This is an optimization exercise on Yosys and OpenROAD, whose aim is small area, not a production implementation.
The RTL was checked by simulation tests, not by an equivalence proof against the original design.
Power is estimated from default activity; no workload was simulated.

--- flow/design.v ---
module debounc_1 (
	clk,
	n_rst,
	din,
	dout
);
parameter T_20MS = 15'd20_000;  
input clk;
input n_rst;
input din;
output dout;
reg [14:0] cnt;
wire cnt_restart;
reg din_d1;
always @(posedge clk or negedge n_rst)
	if(!n_rst) begin
		din_d1 <= 1'b0;
	end
	else begin
		din_d1 <= din;
	end
assign cnt_restart = (din != din_d1)? 1'b1 : 1'b0;
always @(posedge clk or negedge n_rst)
	if(!n_rst) begin
		cnt <= 15'h0000;
	end
	else begin
		cnt <= (cnt_restart == 1'b1)? T_20MS :
			   (cnt > 15'h0000)? cnt - 15'h0001 : cnt;
	end
reg dout_rdy;
always @(posedge clk or negedge n_rst)
	if(!n_rst) begin
		dout_rdy <= 1'b0;
	end
	else begin
		dout_rdy <= ((cnt == 15'h0000) && (cnt_restart == 1'b0))? din : dout_rdy;
	end	
assign dout = dout_rdy;
endmodule
module debounc_2 (
	clk,
	n_rst,
	din,
	dout
);
parameter T_20MS = 15'd20_000;  
input clk;
input n_rst;
input din;
output dout;
reg [14:0] cnt;
wire cnt_restart;
reg din_d1;
always @(posedge clk or negedge n_rst)
	if(!n_rst) begin
		din_d1 <= 1'b0;
	end
	else begin
		din_d1 <= din;
	end
assign cnt_restart = (din != din_d1)? 1'b1 : 1'b0;
always @(posedge clk or negedge n_rst)
	if(!n_rst) begin
		cnt <= 15'h0000;
	end
	else begin
		 cnt <= ((cnt_restart == 1'b1) && (cnt == 15'h0000))? T_20MS :
            (cnt > 15'h0000)? cnt - 15'h0001 : cnt;
	end
reg dout_rdy;
always @(posedge clk or negedge n_rst)
   if(!n_rst) begin
      dout_rdy <= 1'b0;
   end
   else begin
      dout_rdy <= (cnt == T_20MS)? din_d1 : dout_rdy;
   end   assign dout = dout_rdy;
endmodule
module debounc_3 (
	clk,
	n_rst,
	din,
	dout
);
parameter T_20MS = 15'd20_000;  
input clk;
input n_rst;
input din;
output dout;
reg [14:0] cnt;
wire cnt_restart;
reg din_d1;
always @(posedge clk or negedge n_rst)
	if(!n_rst) begin
		din_d1 <= 1'b0;
	end
	else begin
		din_d1 <= din;
	end
assign cnt_restart = (din != din_d1)? 1'b1 : 1'b0;
always @(posedge clk or negedge n_rst)
	if(!n_rst) begin
		cnt <= 15'h0000;
	end
	else begin
		 cnt <= ((cnt_restart == 1'b1) && (cnt == 15'h0000))? T_20MS :
            (cnt > 15'h0000)? cnt - 15'h0001 : cnt;
	end
reg dout_rdy;
always @(posedge clk or negedge n_rst)
	if(!n_rst) begin
		dout_rdy <= 1'b0;
	end
	else begin
		dout_rdy <= ((cnt == 15'h0000) && (cnt_restart == 1'b0))? din : dout_rdy;
	end	
assign dout = dout_rdy;
endmodule
module edge_det_p(
    clk,
    n_rst,
    b0,
    b0_on
);
input clk;
input n_rst;
input b0;
output b0_on;
reg b0_d1;
reg b0_d2;
wire b0_on;
always @(posedge clk or negedge n_rst)  
if(!n_rst) begin
    b0_d1 <= 1'b0;
    b0_d2 <= 1'b0;
end
else begin
    b0_d1 <= b0;
    b0_d2 <= b0_d1;
end
assign b0_on = (b0_d1 && !b0_d2) ? 1'b1 : 1'b0;  
endmodule
module led(
  clk,
  n_rst,
  din,
  dout
  );
input clk;
input n_rst;
input din;
output reg dout;
parameter T_1S = 20'd1_000_000; 
reg [19:0] counter; 
reg din_prev; 
always @(posedge clk or negedge n_rst) begin
  if (!n_rst) begin
    counter <= 0;
    dout <= 0;
    din_prev <= 0;
  end 
  else begin
    if (din != din_prev) begin
      counter <= 0;  
      dout <= 1;  
    end 
    else if (counter >= T_1S) begin
      dout <= 0;
      counter <= counter;  
    end 
    else begin
      counter <= counter + 1;  
    end
    din_prev <= din;  
  end
end
endmodule
module doorlock_hdl(
  clk,
  n_rst,
  bt,
  btstar,
  led
);
input clk;
input n_rst;
input [9:0] bt;
input btstar;
output led;
parameter S_IDLE = 3'h0;
parameter S_FIRST = 3'h1;
parameter S_SEC = 3'h2;
parameter S_LAST = 3'h3;
parameter S_OPEN = 3'h4;
parameter S_FAKE = 3'h5;
wire bt_any;
reg [2:0] c_state, n_state;
always @(posedge clk or negedge n_rst)
  if(!n_rst) begin
    c_state <= S_IDLE;
  end
  else begin
    c_state <= n_state;
  end
assign bt_any = (bt == 10'h000)? 1'b0 : 1'b1;
always @(c_state or bt or btstar or bt_any)
  case (c_state)
    S_IDLE : begin
      n_state = (bt[1] == 1'b1)? S_FIRST : c_state;
    end
    S_FIRST : begin
      n_state = (bt[2] == 1'b1)? S_SEC : ((btstar == 1'b1) || (bt_any == 1'b1))? S_IDLE : c_state;
    end
    S_SEC : begin
      n_state = (bt[7] == 1'b1)? S_LAST : (btstar == 1'b1) ? S_IDLE : (bt_any == 1'b1) ? S_FAKE : c_state;
    end
    S_LAST : begin
      n_state = (btstar == 1'b1)? S_OPEN : (bt[7] == 1'b1) ? c_state : (bt_any == 1'b1)? S_FAKE : c_state;
    end
    S_OPEN : begin
      n_state = S_IDLE;
    end
    S_FAKE : begin
      n_state = (bt[7] == 1'b1) ? S_LAST : (btstar == 1'b1) ? S_IDLE : c_state;
    end
    default : begin
      n_state = S_IDLE;
    end
  endcase
assign led = (c_state == S_OPEN)? 1'b1 : 1'b0;
endmodule
module bd_if(
  clk,
  n_rst,
  bt_i,
  btstar_i,
  led_i,
  bt_o,
  btstar_o,
  led_o
  );
parameter T_1S = 20'd1_000_000;
parameter T_20MS = 15'd20_000;
input clk;
input n_rst;
input [9:0] bt_i;
input btstar_i;
input led_i;
output [9:0] bt_o;
output btstar_o;
output led_o;
wire [9:0] dwire;
debounc_1 #(.T_20MS(T_20MS)) u_debounc0(
  .clk(clk),
  .n_rst(n_rst),
  .din(bt_i[0]),
  .dout(dwire[0])
);
edge_det_p u_edgedet_p0 (
  .clk(clk),
  .n_rst(n_rst),
  .b0(dwire[0]),
  .b0_on(bt_o[0])
  );
debounc_1 #(.T_20MS(T_20MS)) u_debounc1(
  .clk(clk),
  .n_rst(n_rst),
  .din(bt_i[1]),
  .dout(dwire[1])
);
edge_det_p u_edgedet_p1 (
  .clk(clk),
  .n_rst(n_rst),
  .b0(dwire[1]),
  .b0_on(bt_o[1])
  );
debounc_2 #(.T_20MS(T_20MS)) u_debounc2(
  .clk(clk),
  .n_rst(n_rst),
  .din(bt_i[2]),
  .dout(dwire[2])
);
edge_det_p u_edgedet_p2 (
  .clk(clk),
  .n_rst(n_rst),
  .b0(dwire[2]),
  .b0_on(bt_o[2])
  );
debounc_2 #(.T_20MS(T_20MS)) u_debounc3(
  .clk(clk),
  .n_rst(n_rst),
  .din(bt_i[3]),
  .dout(dwire[3])
);
edge_det_p u_edgedet_p3 (
  .clk(clk),
  .n_rst(n_rst),
  .b0(dwire[3]),
  .b0_on(bt_o[3])
  );
debounc_2 #(.T_20MS(T_20MS)) u_debounc4(
  .clk(clk),
  .n_rst(n_rst),
  .din(bt_i[4]),
  .dout(dwire[4])
);
edge_det_p u_edgedet_p4 (
  .clk(clk),
  .n_rst(n_rst),
  .b0(dwire[4]),
  .b0_on(bt_o[4])
  );
debounc_2 #(.T_20MS(T_20MS)) u_debounc5(
  .clk(clk),
  .n_rst(n_rst),
  .din(bt_i[5]),
  .dout(dwire[5])
);
edge_det_p u_edgedet_p5 (
  .clk(clk),
  .n_rst(n_rst),
  .b0(dwire[5]),
  .b0_on(bt_o[5])
  );
debounc_3 #(.T_20MS(T_20MS)) u_debounc6(
  .clk(clk),
  .n_rst(n_rst),
  .din(bt_i[6]),
  .dout(dwire[6])
);
edge_det_p u_edgedet_p6 (
  .clk(clk),
  .n_rst(n_rst),
  .b0(dwire[6]),
  .b0_on(bt_o[6])
  );
debounc_3 #(.T_20MS(T_20MS)) u_debounc7(
  .clk(clk),
  .n_rst(n_rst),
  .din(bt_i[7]),
  .dout(dwire[7])
);
edge_det_p u_edgedet_p7(
  .clk(clk),
  .n_rst(n_rst),
  .b0(dwire[7]),
  .b0_on(bt_o[7])
  );
debounc_3 #(.T_20MS(T_20MS)) u_debounc8(
  .clk(clk),
  .n_rst(n_rst),
  .din(bt_i[8]),
  .dout(dwire[8])
);
edge_det_p u_edgedet_p8 (
  .clk(clk),
  .n_rst(n_rst),
  .b0(dwire[8]),
  .b0_on(bt_o[8])
  );
debounc_3 #(.T_20MS(T_20MS)) u_debounc9(
  .clk(clk),
  .n_rst(n_rst),
  .din(bt_i[9]),
  .dout(dwire[9])
);
edge_det_p u_edgedet_p9 (
  .clk(clk),
  .n_rst(n_rst),
  .b0(dwire[9]),
  .b0_on(bt_o[9])
  );
edge_det_p u_edgedet_pstar (
  .clk(clk),
  .n_rst(n_rst),
  .b0(~btstar_i),
  .b0_on(btstar_o)
  );
led #(.T_1S(T_1S)) u_led(
  .clk(clk),
  .n_rst(n_rst),
  .din(led_i),
  .dout(led_o)
);
endmodule
module top(
	clk,
	n_rst,
	bt,
	btstar,
	led
);
parameter T_1S = 20'd1_000_000;  
parameter T_20MS = 15'd20_000;  
input clk;
input n_rst;
input [9:0] bt;
input btstar;
output led;
wire [9:0] bt_w;
wire btstar_w;
wire led_w;
bd_if #(
	.T_1S(T_1S),
	.T_20MS(T_20MS)
) u_bd_if(
    .clk(clk),
    .n_rst(n_rst),
    .bt_i(bt),
    .btstar_i(btstar),
    .led_i(led_w),
    .bt_o(bt_w),
    .btstar_o(btstar_w),
    .led_o(led)
);
doorlock_hdl u_doorlock(
    .clk(clk),
    .n_rst(n_rst),
    .bt(bt_w),
    .btstar(btstar_w),
    .led(led_w)
);
endmodule
--- flow/run.sh ---
#!/bin/bash
# synth_recipe.tcl (not shown) runs the flow's synth.tcl, then flattens the netlist and writes it again
# the make line also repeats each setting of config.mk as NAME=value (left out here)
make -C /OpenROAD-flow-scripts/flow DESIGN_CONFIG=/design/flow/config.mk WORK_HOME=/design/flow/orfs CLKGATE_MAP_FILE= SYNTH_SCRIPT=/design/flow/synth_recipe.tcl finish
--- flow/config.mk ---
export PLATFORM = sky130hd
export DESIGN_NAME = top
export DESIGN_NICKNAME = top
export VERILOG_FILES = /design/flow/design.v
export SDC_FILE = /design/flow/constraint.sdc
export NUM_CORES = 4
export LEC_CHECK = 0
export CAP_MARGIN = 20
export CORE_MARGIN = 2
export CORE_UTILIZATION = 40
export SLEW_MARGIN = 20
--- flow/constraint.sdc ---
create_clock -name core_clock -period 10.0 [get_ports {clk}]
set_input_delay 2.0000 -clock core_clock [delete_from_list [all_inputs] [get_ports {clk}]]
set_output_delay 2.0000 -clock core_clock [all_outputs]
set_load 0.01 [all_outputs]
==> impl_table.tex <==
\begin{tabular}{lr}
\hline
Metric & Value \\
\hline
\multicolumn{2}{l}{\textbf{Timing}} \\
\quad Post-route worst hold slack & 0.366 ns \\
\quad Fin. Hold Viols & 0 \\
\quad Highest clock rate & 279 MHz \\
\quad Minimum period implied by the final worst setup slack & 3.58 ns \\
\quad Tightest slew margin relative to the limit & 0.335 \\
\quad Final sum of negative setup slack & 0 ns \\
\quad Transition time at the pin with the least slew margin & 0.990 ns \\
\quad Final Cycle Share & 0.358 \\
\quad Final Max Tran Viols & 0 \\
\quad Number of endpoints failing setup at the final stage & 0 \\
\quad Setup repair after global routing missed its margin & false \\
\quad Clock Skews & 0.00815 ns \\
\multicolumn{2}{l}{\textbf{Clocking}} \\
\quad CTS H-tree depth & 1 \\
\quad Clock network latency to the later pin of the worst-skew pair & 0.52 ns \\
\quad Number of hold buffers added after cts & 0 \\
\quad Clock tree from TritonCTS & done \\
\quad Clock root buffer & sky130\_fd\_sc\_hd\_\_clkbuf\_16 \\
\quad Total clock buffers created by CTS & 25 \\
\quad Count of cells resized by post-cts repair & 0 \\
\quad CTS Buffer Depth & 3 \\
\quad Buffer count from post-CTS setup fixing & 0 \\
\quad Sink count of the clock tree & 217 \\
\quad Clock transition at the registers of the reported paths & 0.06 ns \\
\multicolumn{2}{l}{\textbf{Yosys}} \\
\quad Syn Nets & 1,050 \\
\quad Fraction of registers with async set/reset & 1.00 \\
\quad Register bit count reported by yosys & 217 \\
\quad Yosys warns & 6 \\
\quad Number of different library cells in the post-synthesis netlist & 65 \\
\quad Number of enable flip-flop cells after synthesis & 0 \\
\quad Sequential area share after synthesis & 0.522 \\
\quad Average size of a mapped cell & 10.2 µm² \\
\quad Count of mapped cells out of synthesis & 1,015 \\
\quad Main synth FF type & sky130\_fd\_sc\_hd\_\_dfrtp\_1 \\
\quad Synthesized area & 10,400 µm² \\
\multicolumn{2}{l}{\textbf{Placed design}} \\
\quad Total cell area at the placement stage & 10,900 µm² \\
\quad Count of input and output buffers & 13 \\
\quad Number of instances in the placed design & 1,351 \\
\quad Placed wire-length estimate after detailed placement & 12,700 µm \\
\quad Routability cong. & 0.809 \\
\multicolumn{2}{l}{\textbf{Finish}} \\
\quad Layout cells sized above 1 & 0.0689 \\
\quad Antenna fix cells & 0 \\
\quad Largest register FFs & 20 \\
\quad Layout Nets & 1,078 \\
\quad Register ranked first by flip-flop count & u\_bd\_if.u\_led.counter \\
\quad Signed area change from the synthesized netlist to the final layout & 12.9\% \\
\quad Post-layout instance count excluding filler cells & 1,395 \\
\quad Post-route cell area & 11,700 µm² \\
\multicolumn{2}{l}{\textbf{Hold path}} \\
\quad Worst min-delay path category & reg2reg \\
\quad Hold Path Origin & u\_bd\_if.u\_edgedet\_p6.b0\_d1\$\_DFF\_PN0\_ \\
\multicolumn{2}{l}{\textbf{Worst setup path}} \\
\quad Setup crit start & n\_rst \\
\quad Master of the slowest instance on the critical path & sky130\_fd\_sc\_hd\_\_buf\_4 \\
\quad Data arrival time of the worst path & 4.10 ns \\
\quad FF-to-FF Start & u\_doorlock.c\_state[0]\$\_DFFE\_PN0P\_ \\
\quad Category of the critical setup timing path & in2async \\
\quad WP buf/inv & 3 \\
\quad Most prevalent standard cell on the critical path & sky130\_fd\_sc\_hd\_\_buf\_4 \\
\quad Crit start category & input pin \\
\quad Element type at the critical path end & asynchronous set/reset pin \\
\quad Critical-path cell list & buf\_8, buf\_4, buf\_4 \\
\quad Crit path largest cell delay & 0.82 ns \\
\quad Data required, critical path & 10.52 ns \\
\quad Maximum fanout count along the critical path & 85 \\
\quad Cell family with most CP delay & buffers and inverters \\
\multicolumn{2}{l}{\textbf{Routing}} \\
\quad Number of vias per cell after detailed routing & 5.30 \\
\quad Drt total wl & 19,100 µm \\
\quad DRC errors left & 0 \\
\quad Number of nets still failing antenna checks after routing & 0 \\
\quad Length of the first detailed-routing pass in iterations & 4 \\
\quad Number of vias after detailed routing & 7,397 \\
\quad Detailed-route wire length per cell & 13.7 µm \\
\quad Violation count after the first detailed-routing iteration & 358 \\
\multicolumn{2}{l}{\textbf{Die}} \\
\quad X dimension of the die & 165 µm \\
\quad Die footprint & 27,300 µm² \\
\quad Number of ports placed on the die boundary & 14 \\
\quad Number of placement rows & 59 \\
\quad Effective utilization at floorplan & 0.404 \\
\quad Vert. Die Dim & 165 µm \\
\quad Area of the core region & 25,800 µm² \\
\multicolumn{2}{l}{\textbf{Power and ir drop}} \\
\quad Peak supply drop & 0.121 mV \\
\quad PnR Total Power & 2.28 mW \\
\quad PD cells & 195 nW/µm² \\
\quad Leakage power figure & 4.73 nW \\
\multicolumn{2}{l}{\textbf{Global routing}} \\
\quad Aggregate global routing overflow & 0 \\
\quad Initial antenna violation count & 0 \\
\quad Tot GR Track Use & 0.148 \\
\quad Via count of the first global-routing pass & 7,183 \\
\quad Maximum number of pins on one net before global-route repair & 86 \\
\quad Global-route wire length before repair & 34,200 µm \\
\multicolumn{2}{l}{\textbf{Run status}} \\
\quad Run status & timing/DRC/antenna clean \\
\multicolumn{2}{l}{\textbf{Run}} \\
\quad Max cap viols & 0 \\
\hline
\end{tabular}
==> cells in the mapped netlist, types with 21 or more instances <==
cell                      count  area [µm²]
sky130_fd_sc_hd__xnor2_1     46         403
sky130_fd_sc_hd__nor3_1      48         240
sky130_fd_sc_hd__a21oi_1     41         205
sky130_fd_sc_hd__inv_1       38         143
sky130_fd_sc_hd__nor2_1     101         379
sky130_fd_sc_hd__ha_1        22         275
sky130_fd_sc_hd__o21ai_0     42         210
sky130_fd_sc_hd__or3_1       21         131
sky130_fd_sc_hd__nor4_1      48         300
sky130_fd_sc_hd__nand3_1     38         190
sky130_fd_sc_hd__xor2_1      51         447
sky130_fd_sc_hd__dfrtp_1    217        5430
sky130_fd_sc_hd__nand2_1     71         267
==> layout by cell type (no fill, tap or decap), types with 7 or more instances in the layout <==
cell	synthesis	final
sky130_fd_sc_hd__nor3b_1	8	8
sky130_fd_sc_hd__clkbuf_16	0	25
sky130_fd_sc_hd__or3_1	21	21
sky130_fd_sc_hd__nor3_1	48	48
sky130_fd_sc_hd__and2_1	7	7
sky130_fd_sc_hd__nand4_1	19	19
sky130_fd_sc_hd__nand2b_1	13	13
sky130_fd_sc_hd__nand3b_1	9	9
sky130_fd_sc_hd__nor2_1	101	101
sky130_fd_sc_hd__inv_1	38	38
sky130_fd_sc_hd__nand2_1	71	71
sky130_fd_sc_hd__ha_1	22	22
sky130_fd_sc_hd__clkdlybuf4s50_1	0	12
sky130_fd_sc_hd__xnor2_1	46	46
sky130_fd_sc_hd__nand3_1	38	38
sky130_fd_sc_hd__and3_1	11	11
sky130_fd_sc_hd__nor2b_1	7	7
sky130_fd_sc_hd__and4_1	7	7
sky130_fd_sc_hd__xor2_1	51	51
sky130_fd_sc_hd__a31oi_1	10	10
sky130_fd_sc_hd__o21ai_0	42	42
sky130_fd_sc_hd__o31ai_1	11	11
sky130_fd_sc_hd__dfrtp_1	217	217
sky130_fd_sc_hd__a21oi_1	41	41
sky130_fd_sc_hd__a211oi_1	14	14
sky130_fd_sc_hd__or4_1	17	17
sky130_fd_sc_hd__nor4_1	48	48
sky130_fd_sc_hd__mux2i_1	14	14
==> final timing paths <==
| check | to | slack (ns) | cells after the start |
|---|---|---|---|
| min in group asynchronous | u_bd_if.u_debounc8.cnt[10]$_DFFE_PN0P_ | 1.47 | 1 |
| worst max-delay path | u_bd_if.u_debounc5.cnt[6]$_DFFE_PN0P_ | 6.42 | 3 |
| worst max register to register | u_bd_if.u_led.counter[10]$_DFFE_PN0P_ | 7.70 | 7 |
| worst min register to register | u_bd_if.u_edgedet_p6.b0_d2$_DFF_PN0_ | 0.37 | 0 |
| worst min-delay path | u_bd_if.u_edgedet_p6.b0_d2$_DFF_PN0_ | 0.37 | 0 |
| max in group core_clock | led | 6.61 | 1 |
==> area by class of cell <==
| class | instances | area (µm²) |
|---|---|---|
| clock buffer | 31 | 688 |
| clock inverter | 13 | 138 |
| fill | 2380 | 14000 |
| inverter | 38 | 143 |
| multi-input combinational | 743 | 4750 |
| sequential | 217 | 5430 |
| tap | 335 | 419 |
| timing repair buffer | 18 | 173 |
==> kinds of logic (layout without fill, tap and decap cells) <==
logic type | Yosys count | in the layout | share of synthesized area
AND/OR/NAND/NOR | 452 | 452 | 0.238
multiplexers | 20 | 20 | 0.0200
flip-flops | 217 | 217 | 0.522
buffers and inverters | 55 | 100 | 0.0211
AO/OA/AOI/OAI | 152 | 152 | 0.0908
XOR/XNOR | 97 | 97 | 0.0817
adder cells (fa/ha/maj) | 22 | 22 | 0.0265
==> power breakdown <==
part / switching [mW] / internal (mW) / total [mW]
Combinational: 0.156 / 0.134 / 0.290
Sequential: 0.112 / 0.975 / 1.09
Clock: 0.366 / 0.541 / 0.907
==> metrics by stage <==
stage | worst slack [ns] | util
3_5_place_dp | 5.69 | 0.424
2_1_floorplan | 6.97 | -
4_1_cts | 6.25 | 0.456
5_1_grt | 5.95 | 0.456
3_3_place_gp | 5.71 | 0.424
6_report | 6.42 | 0.456
==> layer usage <==
metal	vias up	GRT usage	wire [µm]
met1	3548	0.211	9550
met2	73	0.236	8640
met3	35	0.0227	505
met4	0	0.0395	422
met5	-	0	0
li1	3741	-	-

-- afterwards: timing with drivers on the ports --
The flow's constraints put no driver on any port. The routed layout listed below was extracted and timed again, unchanged, in two steps.
Step 1: set_driving_cell puts a clkbuf_16 on clk and a buf_2 on each other input, an assumption about the parent block.
Step 2 moves the port delays by t, midway between the first and last clock arrival at a register: inputs arrive t later, outputs are due t later. That takes back most of the time a late clock gives input paths.
Three values: ideal, step 1, step 2; two values: the first two.
t (ns): 0.557
slack for setup (ns): 6.416 / 6.410 / 5.852
worst setup path after step 2: input, reset recovery
latest minus earliest clock arrival (ns): 0.011 / 0.011
After both steps this run still meets setup and hold. The setup slack of this run moves by -0.006 ns with the drivers and by -0.564 ns with both steps. The worst setup slack also covers recovery checks on asynchronous resets.
